Context: an optimization exercise on an open-source flow, tuned for small area. The choices shown serve that exercise and are no tape-out recipe.
RTL that was checked went through simulation tests only; none was proved equivalent to the original.

## the baseline
==> module VectorDiv, before the edit <==
module VectorDiv(
  input          clock,
  input          reset,
  input  [191:0] io_instr,
  input  [17:0]  io_vlmul,
  output [131:0] io_bundles,
  output [5:0]   io_valid,
  output [2:0]   io_strIndex
);
  reg         stateReg;    
  reg [16:0]  slotReg [0:5];
  reg [5:0]   validReg;
  reg         add6Reg;     
  reg         add1Reg;     
  reg         add7Reg;     
  reg [5:2]   addIReg;     
  wire [5:0] isV;
  wire [16:0] rawF [0:5];
  genvar g;
  generate
    for (g = 0; g < 6; g = g + 1) begin : dec
      wire [31:0] in = io_instr[32*g +: 32];
      assign isV[g] = in[6:0] == 7'h57 && in[14:12] == 3'h0 && in[31:26] == 6'h0;
      assign rawF[g] = {1'b1, in[19:15], in[24:20], in[11:7], in[25]};
    end
  endgenerate
  wire [2:0] vl0 = io_vlmul[2:0];
  wire is2 = vl0 == 3'h1;
  wire is4 = vl0 == 3'h2;
  wire is8 = vl0 == 3'h3;
  wire is1 = ~(is2 | is4 | is8);
  wire [5:1] ic;
  generate
    for (g = 1; g < 6; g = g + 1) begin : cx
      assign ic[g] = io_vlmul[3*g+2] == 1'b0 && io_vlmul[3*g +: 2] != 2'b00;
    end
  endgenerate
  wire [5:0] none_;
  assign none_[0] = 1'b1;
  generate
    for (g = 1; g < 6; g = g + 1) begin : nn
      assign none_[g] = none_[g-1] & ~ic[g];
    end
  endgenerate
  wire zeroOff = stateReg & ~is8 & none_[5];
  reg [2:0] nUop;
  reg       ok;
  always @(*) begin
    if (~stateReg) begin
      nUop = is8 ? 3'd6 : is4 ? 3'd4 : is2 ? 3'd2 : 3'd1;
      ok   = 1'b1;
    end else if (zeroOff) begin
      nUop = 3'd1;
      ok   = 1'b1;
    end else begin
      nUop = is8 ? 3'd2 : is4 ? 3'd6 : is2 ? 3'd4 : 3'd3;
      ok   = is8 | (is4 & ic[1]) | (is2 & ~none_[3]) | (is1 & ~none_[4]);
    end
  end
  wire [4:1] useN;
  assign useN[1] = ok & (nUop == 3'd1);
  assign useN[2] = ok & (nUop == 3'd2);
  assign useN[3] = ok & (nUop == 3'd3);
  assign useN[4] = ok & (nUop == 3'd4);
  reg [4:0]  selS [0:5];
  reg [5:0]  takeS, selC, selH;
  reg [5:0]  nextValid;
  integer i, m;
  always @(*) begin
    for (i = 0; i < 6; i = i + 1) begin
      takeS[i] = 1'b0;
      for (m = 0; m < 5; m = m + 1) begin
        selS[i][m] = 1'b0;
        if (i - m >= 1 && i - m <= 4) begin
          takeS[i] = takeS[i] | (useN[i - m] & none_[m + 1]);
          selS[i][m] = useN[i - m] & none_[m + 1] & isV[m + 1];
        end
      end
      selC[i] = ~takeS[i] & isV[0] & (~stateReg | (i < 2));
      selH[i] = ~takeS[i] & stateReg & (i >= 2);
      nextValid[i] = ok & ((i < nUop) | takeS[i]);
    end
  end
  wire [16:0] nextSlot [0:5];
  genvar gi;
  generate
    for (gi = 0; gi < 6; gi = gi + 1) begin : sm
      SlotMux #(.IDX(gi)) mux (
        .selC(selC[gi]), .selH(selH[gi]), .selS(selS[gi]),
        .cur(rawF[0]), .hold(slotReg[gi]),
        .s0(rawF[1]), .s1(rawF[2]), .s2(rawF[3]), .s3(rawF[4]), .s4(rawF[5]),
        .y(nextSlot[gi])
      );
    end
  endgenerate
  always @(posedge clock) begin
    if (reset)
      stateReg <= 1'b0;
    else
      stateReg <= ~stateReg & is8;
    for (i = 0; i < 6; i = i + 1)
      slotReg[i] <= nextSlot[i];
    validReg <= nextValid;
    add6Reg <= stateReg & isV[0];
    add1Reg <= ~takeS[1] & isV[0];
    add7Reg <= stateReg & ~takeS[1] & isV[0];
    for (i = 2; i < 6; i = i + 1)
      if (takeS[i])
        addIReg[i] <= 1'b0;
      else if (~stateReg)
        addIReg[i] <= isV[0];
  end
  generate
    for (gi = 0; gi < 6; gi = gi + 1) begin : so
      SlotOut #(.IDX(gi)) out (
        .s(slotReg[gi]),
        .addA(gi == 0 ? add6Reg : gi == 1 ? add1Reg : addIReg[gi < 2 ? 2 : gi]),
        .addB(gi == 1 ? add7Reg : 1'b0),
        .bundle(io_bundles[22*gi +: 22])
      );
    end
  endgenerate
  assign io_valid = validReg;
  assign io_strIndex = ~stateReg ? (is8 ? 3'd0 :
                                    is4 ? (ic[1] ? 3'd1 : ic[2] ? 3'd2 : 3'd3) :
                                    is2 ? (ic[1] ? 3'd1 : ic[2] ? 3'd2 : ic[3] ? 3'd3 : ic[4] ? 3'd4 : 3'd5) :
                                          (ic[1] ? 3'd1 : ic[2] ? 3'd2 : ic[3] ? 3'd3 : ic[4] ? 3'd4 : ic[5] ? 3'd5 : 3'd6))
                                 : (ic[1] ? 3'd1 : ic[2] ? 3'd2 : ic[3] ? 3'd3 : ic[4] ? 3'd4 :
                                    (ic[5] | is8) ? 3'd5 : 3'd6);
endmodule
==> module SlotMux, before the edit <==
module SlotMux #(parameter IDX = 0) (
  input         selC,
  input         selH,
  input  [4:0]  selS,
  input  [16:0] cur,
  input  [16:0] hold,
  input  [16:0] s0, s1, s2, s3, s4,
  output [16:0] y
);
  wire [16:0] s [0:4];
  assign s[0] = s0; assign s[1] = s1; assign s[2] = s2; assign s[3] = s3; assign s[4] = s4;
  reg [16:0] acc;
  integer m;
  always @(*) begin
    acc = {17{selC}} & cur;
    if (IDX >= 2)
      acc = acc | ({17{selH}} & hold);
    for (m = 0; m < 5; m = m + 1)
      if (IDX - m >= 1 && IDX - m <= 4)
        acc = acc | ({17{selS[m]}} & s[m]);
  end
  assign y = acc;
endmodule
clock: 6.0 ns
lec_check: 0
cap_margin: 20
core_area: 5 5 195 195
cts_buf_list: sky130_fd_sc_hd__clkbuf_8
cts_cluster_diameter: 100
cts_cluster_size: 30
die_area: 0 0 200 200
slew_margin: 20
standard.sh (not shown) runs the stock make flow with config.mk's settings and CLKGATE_MAP_FILE= SYNTH_SCRIPT=/design/flow/synth_recipe.tcl, a recipe that flattens the netlist after the stock synthesis.
==> flow/flow/run.sh <==
#!/bin/bash
# Standard layout with these changes:
#  - the combinational logic is mapped for area, module by module (hsynth.ys); the result
#    is used only if it has the standard synthesis's flip-flops (same names and cells) and
#    equiv.ys proves it does what the standard netlist does; otherwise the standard netlist's
#    logic is re-mapped as a whole (reopt.ys) under the same checks, or kept as it is;
#  - the port buffers are plain buf_1 cells;
#  - clock tree synthesis adds no dummy loads.
set -euo pipefail
W=$(pwd)
R=$W/orfs/results/$FLOW_PLATFORM/VectorDivTop/base
YOSYS=$FLOW_HOME/../tools/install/yosys/bin/yosys
LIB=$FLOW_HOME/platforms/sky130hd/lib/sky130_fd_sc_hd__tt_025C_1v80.lib
export BUFFER_PORTS_ARGS="-buffer_cell sky130_fd_sc_hd__buf_1"
export CTS_ARGS="-sink_clustering_enable -repair_clock_nets -sink_clustering_size 30 -sink_clustering_max_diameter 100 -buf_list sky130_fd_sc_hd__clkbuf_8 -dont_use_dummy_load"

bash standard.sh synth > make_synth.log 2>&1
cp "$R/1_2_yosys.v" "$W/synth_standard.v"

sub() { sed -e "s#@LIB@#$LIB#g; s#@TOP@#$FLOW_TOP#g; s#@DESIGN@#$FLOW_DESIGN#g; s#@ABC@#$W/flow/area.abc#g; s#@IN@#$W/synth_standard.v#g; s#@GOLD@#$W/synth_standard.v#g; s#@OUT@#$3#g; s#@GATE@#$3#g" "$1" > "$2"; }
flops() { grep -E '^\s*sky130_fd_sc_hd__(dfxtp|dfxbp|edfxtp|dfrtp|dfrbp|dfstp|dfsbp|dfbbp|sdf|sedf|dl)\S* ' "$1" | awk '{print $1, $2}' | sort; }
try() {  # try NAME SCRIPT: make synth_NAME.v and check it against the standard netlist
  sub "flow/$2" "$1.ys" "$W/synth_$1.v"
  sub flow/equiv.ys "equiv_$1.ys" "$W/synth_$1.v"
  "$YOSYS" -s "$1.ys" > "yosys_$1.log" 2>&1 || return 1
  flops synth_standard.v > flops_standard.txt
  flops "synth_$1.v" > "flops_$1.txt"
  cmp -s flops_standard.txt "flops_$1.txt" || return 1
  "$YOSYS" -s "equiv_$1.ys" > "yosys_equiv_$1.log" 2>&1 || return 1
}
if try hier hsynth.ys; then
  echo "module-by-module netlist used" > netlist_status.txt
  cp "$W/synth_hier.v" "$R/1_2_yosys.v"
elif try reopt reopt.ys; then
  echo "re-mapped netlist used" > netlist_status.txt
  cp "$W/synth_reopt.v" "$R/1_2_yosys.v"
else
  echo "standard netlist used" > netlist_status.txt
fi

bash standard.sh > make_finish.log 2>&1
Other scripts of this flow, unchanged in this note and not shown: flow/flow/area.abc, flow/flow/equiv.ys, flow/flow/hsynth.ys, flow/flow/reopt.ys
The following lists how the candidate was set up differently from the baseline:
-- flow/design.v --
<<< the baseline, line 86
  generate
    for (gi = 0; gi < 6; gi = gi + 1) begin : sm
      SlotMux #(.IDX(gi)) mux (
        .selC(selC[gi]), .selH(selH[gi]), .selS(selS[gi]),
        .cur(rawF[0]), .hold(slotReg[gi]),
        .s0(rawF[1]), .s1(rawF[2]), .s2(rawF[3]), .s3(rawF[4]), .s4(rawF[5]),
        .y(nextSlot[gi])
      );
    end
>>> the candidate, line 86
  generate
    for (gi = 0; gi < 6; gi = gi + 1) begin : sm
      assign nextSlot[gi][16] = selC[gi] | (selH[gi] & slotReg[gi][16]) | (|selS[gi]);
      SlotMux #(.IDX(gi)) mux (
        .selC(selC[gi]), .selH(selH[gi]), .selS(selS[gi]),
        .cur(rawF[0][15:0]), .hold(slotReg[gi][15:0]),
        .s0(rawF[1][15:0]), .s1(rawF[2][15:0]), .s2(rawF[3][15:0]), .s3(rawF[4][15:0]), .s4(rawF[5][15:0]),
        .y(nextSlot[gi][15:0])
      );
    end
<<< the baseline, line 133
  input         selH,
  input  [4:0]  selS,
  input  [16:0] cur,
  input  [16:0] hold,
  input  [16:0] s0, s1, s2, s3, s4,
  output [16:0] y
);
  wire [16:0] s [0:4];
  assign s[0] = s0; assign s[1] = s1; assign s[2] = s2; assign s[3] = s3; assign s[4] = s4;
  reg [16:0] acc;
  integer m;
  always @(*) begin
    acc = {17{selC}} & cur;
    if (IDX >= 2)
      acc = acc | ({17{selH}} & hold);
    for (m = 0; m < 5; m = m + 1)
      if (IDX - m >= 1 && IDX - m <= 4)
        acc = acc | ({17{selS[m]}} & s[m]);
  end
  assign y = acc;
>>> the candidate, line 134
  input         selH,
  input  [4:0]  selS,
  input  [15:0] cur,
  input  [15:0] hold,
  input  [15:0] s0, s1, s2, s3, s4,
  output [15:0] y
);
  wire [15:0] s [0:4];
  assign s[0] = s0; assign s[1] = s1; assign s[2] = s2; assign s[3] = s3; assign s[4] = s4;
  reg [15:0] acc;
  integer m;
  always @(*) begin
    acc = {16{selC}} & cur;
    if (IDX >= 2)
      acc = acc | ({16{selH}} & hold);
    for (m = 0; m < 5; m = m + 1)
      if (IDX - m >= 1 && IDX - m <= 4)
        acc = acc | ({16{selS[m]}} & s[m]);
  end
  assign y = acc;
[summary]
Source of the critical timing path = io_vlmul_3[1]: the baseline; source of the critical timing path = io_vlmul_2[1]: the candidate
Changes observed in the candidate relative to the baseline: routed metal-1 wirelength decreased 9.0%, final critical-path required period rose by 82 ps, layout multi-input combinational cell count lower, hold slack +18 ps.
The candidate vs the baseline: synthesized area down slightly
Function not checked in the baseline: the RTL went through the layout flow alone.

[static timing again, ports no longer ideal]
No port has a modelled driver above. Below, the same layouts with a new extraction and two added sets of constraints. Step 1 sets driving cells, clkbuf_16 on the clock port and buf_2 on the other inputs (assumed; they add their load-dependent delay and slew). Step 2 moves the port delays by t, midway between the first and last clock arrival at a register: inputs arrive t later, outputs are due t later. That takes back most of the time a late clock gives input paths. a / b / c = ideal / step 1 / step 2; a / b = the first two.
| run | t, ns | setup slack, ns | worst setup path at the end | latest minus earliest clock arrival (ns) | cell pins on the clock port's net |
|---|---|---|---|---|---|
| the baseline | 0.466 | 1.296 / 1.313 / 0.847 | input to register | 0.029 / 0.028 | 1 |
| the candidate | 0.473 | 1.214 / 1.230 / 0.758 | input to register | 0.027 / 0.027 | 1 |
After both steps every run listed still meets setup and hold. The setup slack of the candidate, which loses most, moves by +0.016 ns with the drivers and by -0.456 ns with both steps.
